Source: an optimization exercise on an open RTL-to-GDS flow (aim: small area, a short achievable clock period and few clock cycles). Production flows keep margins and buffers that such runs may drop. Function not checked in this run: the RTL went through the layout flow alone. No activity file was given, so power comes from the tool's default toggle rates.

==> config.mk <==
export PLATFORM = sky130hd
export DESIGN_NAME = MIPS_pipeline
export DESIGN_NICKNAME = MIPS_pipeline
export VERILOG_FILES = /design/flow/design.v
export SDC_FILE = /design/flow/constraint.sdc
export NUM_CORES = 8
export LEC_CHECK = 0
export CAP_MARGIN = 20
export CORE_MARGIN = 2
export CORE_UTILIZATION = 40
export SETUP_SLACK_MARGIN = 0.3
export SLEW_MARGIN = 20
==> constraint.sdc <==
create_clock -name core_clock -period 9.5 [get_ports {clk}]
set_input_delay 1.9000 -clock core_clock [delete_from_list [all_inputs] [get_ports {clk}]]
set_output_delay 1.9000 -clock core_clock [all_outputs]
set_load 0.01 [all_outputs]
==> design.v <==
module MIPS_pipeline (
    input clk, rst,
    output [31:0] imem_addr,
    input  [31:0] imem_rdata,
    output [31:0] dmem_addr,
    output [31:0] dmem_wdata,
    output dmem_rd_en,
    output dmem_wr_en,
    input  [31:0] dmem_rdata
);
    reg [31:0] e_a;       
    reg [31:0] e_b;       
    reg [31:0] e_op2;     
    reg        e_cin;     
    reg [31:0] e_pc4;     
    reg [31:0] e_tgt;     
    reg        e_beq, e_bne, e_jmp, e_jr, e_lw, e_sw, e_jal, e_slt, e_we;
    reg [4:0]  e_rd;
    wire [32:0] sum = {1'b0, e_a} + {1'b0, e_op2} + {32'd0, e_cin};
    wire        lt  = ~sum[32];                
    wire [31:0] wb  = e_lw  ? dmem_rdata :
                      e_jal ? e_pc4 :
                      e_slt ? {31'd0, lt} : sum[31:0];
    wire eq    = (e_a == e_b);
    wire taken = e_jmp | (e_beq & eq) | (e_bne & ~eq);
    wire [31:0] next_pc = e_jr ? e_a : (taken ? e_tgt : e_pc4);
    assign imem_addr  = next_pc;
    assign dmem_addr  = sum[31:0];
    assign dmem_wdata = e_b;
    assign dmem_rd_en = e_lw;
    assign dmem_wr_en = e_sw;
    reg  [31:0] rf [1:31];
    wire [31:0] regs [0:31];
    assign regs[0] = 32'd0;
    genvar gi;
    generate
        for (gi = 1; gi < 32; gi = gi + 1) begin : g_rf
            always @(posedge clk)
                if (e_we && e_rd == gi) rf[gi] <= wb;
            assign regs[gi] = rf[gi];
        end
    endgenerate
    wire [31:0] inst = imem_rdata;
    wire [5:0]  op = inst[31:26];
    wire [5:0]  fn = inst[5:0];
    wire [4:0]  rs = inst[25:21];
    wire [4:0]  rt = inst[20:16];
    wire [4:0]  rd = inst[15:11];
    wire [31:0] simm = {{16{inst[15]}}, inst[15:0]};
    wire is_r    = (op == 6'b000000);
    wire f_add   = is_r & (fn == 6'b100000);
    wire f_sub   = is_r & (fn == 6'b100010);
    wire f_sltr  = is_r & (fn == 6'b101010);
    wire f_jr    = is_r & (fn == 6'b001000);
    wire f_addi  = (op == 6'b001000);
    wire f_slti  = (op == 6'b001010);
    wire f_lw    = (op == 6'b100011);
    wire f_sw    = (op == 6'b101011);
    wire f_beq   = (op == 6'b000100);
    wire f_bne   = (op == 6'b000101);
    wire f_j     = (op == 6'b000010);
    wire f_jal   = (op == 6'b000011);
    wire [4:0] dest = f_jal ? 5'd31 : (is_r ? rd : rt);
    wire f_we = (f_add | f_sub | f_sltr | f_addi | f_slti | f_lw | f_jal) & (dest != 5'd0);
    wire use_imm = f_addi | f_slti | f_lw | f_sw;
    wire inv     = f_sub | f_sltr | f_slti;
    wire [31:0] a_val = (e_we && e_rd == rs) ? wb : regs[rs];
    wire [31:0] b_val = (e_we && e_rd == rt) ? wb : regs[rt];
    wire [31:0] op2   = (use_imm ? simm : b_val) ^ {32{inv}};
    wire [31:0] pc4  = imem_addr + 32'd4;
    wire [31:0] pc8  = imem_addr + 32'd8;
    wire [31:0] btgt = pc4 + {simm[29:0], 2'b00};
    wire [31:0] jtgt = {pc8[31:28], inst[25:0], 2'b00};
    always @(posedge clk) begin
        e_a   <= a_val;
        e_b   <= b_val;
        e_op2 <= op2;
        e_tgt <= (f_j | f_jal) ? jtgt : btgt;
    end
    always @(posedge clk or posedge rst) begin
        if (rst) begin
            e_pc4 <= 32'd0;
            e_cin <= 1'b0;
            e_beq <= 1'b0; e_bne <= 1'b0; e_jmp <= 1'b0; e_jr <= 1'b0;
            e_lw  <= 1'b0; e_sw  <= 1'b0; e_jal <= 1'b0; e_slt <= 1'b0;
            e_we  <= 1'b0;
            e_rd  <= 5'd0;
        end else begin
            e_pc4 <= pc4;
            e_cin <= inv;
            e_beq <= f_beq; e_bne <= f_bne; e_jmp <= f_j | f_jal; e_jr <= f_jr;
            e_lw  <= f_lw;  e_sw  <= f_sw;  e_jal <= f_jal; e_slt <= f_sltr | f_slti;
            e_we  <= f_we;
            e_rd  <= dest;
        end
    end
endmodule
==> run.sh <==
#!/bin/bash
# synth_recipe.tcl (not shown) runs the flow's synth.tcl, then flattens the netlist and writes it again
# the make line also repeats each setting of config.mk as NAME=value (left out here)
make -C /OpenROAD-flow-scripts/flow DESIGN_CONFIG=/design/flow/config.mk WORK_HOME=/design/flow/orfs CLKGATE_MAP_FILE= SYNTH_SCRIPT=/design/flow/synth_recipe.tcl finish
==> results.txt <==
[worst max-delay path, stage by stage, from the launching register on]
cell and delay [ps]:
dfxtp_1 340, xor2_1 160, nor4_1 580, nand4_1 250, or4_4 730, and2_4 410
o311ai_1 610, inv_1 310, ha_1 300, nor2b_1 190, nand2_1 120, xnor2_1 190
ha_1 330, o21a_1 120, o21ai_0 270, o31ai_1 160, o31ai_1 610, a2111oi_0 240
buf_4 210, o21ai_0 340, a41oi_1 200, o21ai_0 280, nor2b_1 240, a211o_1 120
nand2_1 50, nor4_2 260
[kinds of logic after synthesis]
group                    Yosys count  synth area share [%]
XOR/XNOR                         159                 2.666
adder cells (fa/ha/maj)           69                 1.696
buffers and inverters            329                 2.477
multiplexers                      31                0.6251
AO/OA/AOI/OAI                   1340                 20.39
flip-flops                      1167                 64.18
AND/OR/NAND/NOR                  821                 7.962
[metal layers]
metal | routed length [µm] | part of all wire, % | track usage [%]
met2 | 105500 | 41 | 53.90
met4 | 22460 | 8.6 | 25.24
met1 | 84930 | 33 | 45.33
met5 | 199 | 0.077 | 0.3268
met3 | 46610 | 18 | 17.56
[placed cells by master, fill, tap and decap left out, types with 45 or more instances in the layout]
cell,count
nand2_1,149
clkdlybuf4s50_1,163
nand3_1,172
nor2_1,80
a22oi_1,425
a222oi_1,64
edfxtp_1,992
nor2_4,93
xor2_1,62
nand4_1,105
a22o_1,250
dfrtp_1,45
a21oi_1,65
buf_4,166
clkbuf_16,118
dfxtp_1,128
ha_1,66
xnor2_1,97
inv_1,53
a221oi_1,257
o21ai_0,86
nor3_1,52
[registers in the layout, indices dropped and copies added (netlist names), 5 cells and up]
signal  flops
e_pc4      32
e_rd        5
rf        992
e_tgt      32
e_op2      32
e_b        32
e_a        32
[final timing paths]
check	from	to	slack [ps]	cells after the start
max	e_a[30]	e_tgt[31]	1780	25
min	e_pc4[2]	e_pc4[2]	670	1
max reg2reg	e_a[30]	e_tgt[31]	1780	25
min reg2reg	e_pc4[2]	e_pc4[2]	670	1
max in group asynchronous	rst	e_lw	7220	3
min in group asynchronous	rst	e_pc4[10]	1680	3
[layout make-up]
class / count / area (µm²) / area share, %
flip-flops and latches: 1167 / 33530 / 54.75
inverters: 55 / 206.4 / 0.3371
diodes: 11 / 27.53 / 0.04494
clock inverters: 75 / 945.9 / 1.544
repair buffers: 334 / 2985 / 4.874
clock buffers: 144 / 3107 / 5.072
multi-input cells: 2420 / 18270 / 29.82
well taps: 1742 / 2180 / 3.559
[power groups by stage]
stage / combinational [mW] / clock, mW / sequential [mW]
after floorplan: 1.90 / 0 / 6.80
after global placement: 3.51 / 0 / 6.82
after detailed placement: 3.52 / 0 / 6.82
after CTS: 3.53 / 4.94 / 6.72
after global routing: 3.85 / 5.13 / 6.73
final: 3.67 / 4.95 / 6.72
==> summary.txt <==
Power and ir drop
  • P_sw: 4.734 mW
  • Pint: 10.60 mW
  • Post-route total power: 15.34 mW
  • Seq pwr share: 43.8%
  • Max VDD drop: 0.0001567 V
  • Clk network pwr share: 32.3%
  • Leak: 20.15 nW
  • Switching share of power: 30.87%
  • Pwr/cell area: 250.4 nW/µm²
  • Share of power burned in combinational logic: 23.9%

Global route
  • Initial antenna violation count: 13
  • Vias in the first global route: 42215
  • Total gr overflow: 0
  • First-pass GRT wire length: 346300 µm
  • Gr usage total: 37.74%
  • Largest net degree at the start of global routing: 48

Drt
  • Drt total wl: 259700 µm
  • WL/cell: 43.66 µm
  • DRC: 0
  • Total vias in the final route: 45168
  • Vias per std cell: 7.594
  • Drt pass-1 iters: 11
  • Post-DRT Antenna Nets: 0
  • Initial drt markers: 11101

Yosys
  • Number of synthesized register bits: 1167
  • Synth top cells by count: edfxtp_1, a22oi_1, a221oi_1, a22o_1, clkbuf_1
  • Synth async-reset ratio: 4.027%
  • Top-count cell post-synth: edfxtp_1
  • EDFF count, synth: 992
  • Distinct cell type count after synthesis: 87
  • Synth top area cells: edfxtp_1, a22oi_1, dfxtp_1, a221oi_1, a22o_1
  • Prevailing post-synth register cell: edfxtp_1
  • Sequential fraction of the synthesis area: 64.18%
  • Cells after synthesis: 3916
  • Share of the synthesized area in the top cell type: 57.02%
  • Yosys warning count: 2
  • Mean Syn Cell Area: 13.34 µm²
  • Net Count, Synth: 4051
  • Synth area leader: edfxtp_1
  • Cell Area, Synth: 52240 µm²

Run status
  • Outcome: complete, no violations

Timing
  • Tmin final: 7716 ps
  • Final setup margin: 1784 ps
  • Worst slew pin tran: 1342 ps
  • Hold Slack: 669.1 ps
  • Unrepaired setup endpoints after global routing: no
  • Max-slew violations: 0
  • Worst Clk Skew: 46.44 ps
  • Final setup fails: 0
  • Rel. slew slack: 9.681%
  • Fin. Hold Viols: 0
  • Setup TNS: 0 ps
  • Maximum clock frequency: 129.6 MHz
  • Crit share post-route: 81.22%

Clock network
  • Clock Sinks: 1167
  • Hold-fix buffers, CTS: 0
  • CTS resizes: 0
  • CTS root buffer: clkbuf_16
  • CTS clock-pin slew for the worst setup and hold paths: 60 ps
  • CTS buffer count: 117
  • Clock Path Buffers: 3
  • Htree depth: 3
  • CTS tree: built
  • Clock Latency Late Sink: 770 ps
  • Post-CTS Setup Bufs: 0

Cells and area
  • Fillers: 11303
  • Layout cells sized above 1: 12.94%
  • Non-Filler Instances: 5948
  • Design Area, Final: 61250 µm²
  • Synth-to-layout area growth: 17.25%
  • Fin util: 47.30%
  • Nets: 4230

Worst setup path
  • CP arrival: 8400 ps
  • CP Class: flop to flop
  • CP required: 10180 ps
  • CP Launch Type: flop
  • CP max FO: 29
  • Worst Setup End Kind: flop

Placed design
  • Placed Cells: 5716
  • Dpl hpwl: 149200 µm
  • Port Buffers: 163
  • Placer's final routability congestion estimate: 0.9625
  • Cell Area, Placed: 57100 µm²
  • Setup WS pre-CTS: 1968 ps

Floorplan
  • Row count: 132
  • DIE WIDTH: 365.4 µm
  • I/O pins: 164
  • Starting Density: 40.34%
  • Die area: 133500 µm²
  • Core area: 129500 µm²
  • Die Ht: 365.4 µm

Flow run
  • Max Cap Viol: 0

Min path
  • HP Class: flop to flop

-- re-timing with driven ports --
Ports are ideal in the flow. The routed layout listed here was re-timed in OpenROAD. Step 1 (the two cells are an assumption about what drives the block):
set clk [get_ports {clk}]
set_driving_cell -lib_cell sky130_fd_sc_hd__clkbuf_16 $clk
set_driving_cell -lib_cell sky130_fd_sc_hd__buf_2 [delete_from_list [all_inputs] $clk]
Step 2, shift: input delay + t, output delay - t, t = (earliest + latest rising clock arrival at the registers) / 2. This alone moves slack from input paths to output paths. Three values: ideal, step 1, step 2; two values: the first two.
t, ns: 0.835
slack for setup (ns): 1.784 / 1.784 / 1.784
worst slew at a driven data input, ns: 0.12
After both steps this run still meets setup and hold. For this run, drivers alone change the setup slack by 0.000 ns; drivers and shift together by 0.000 ns.
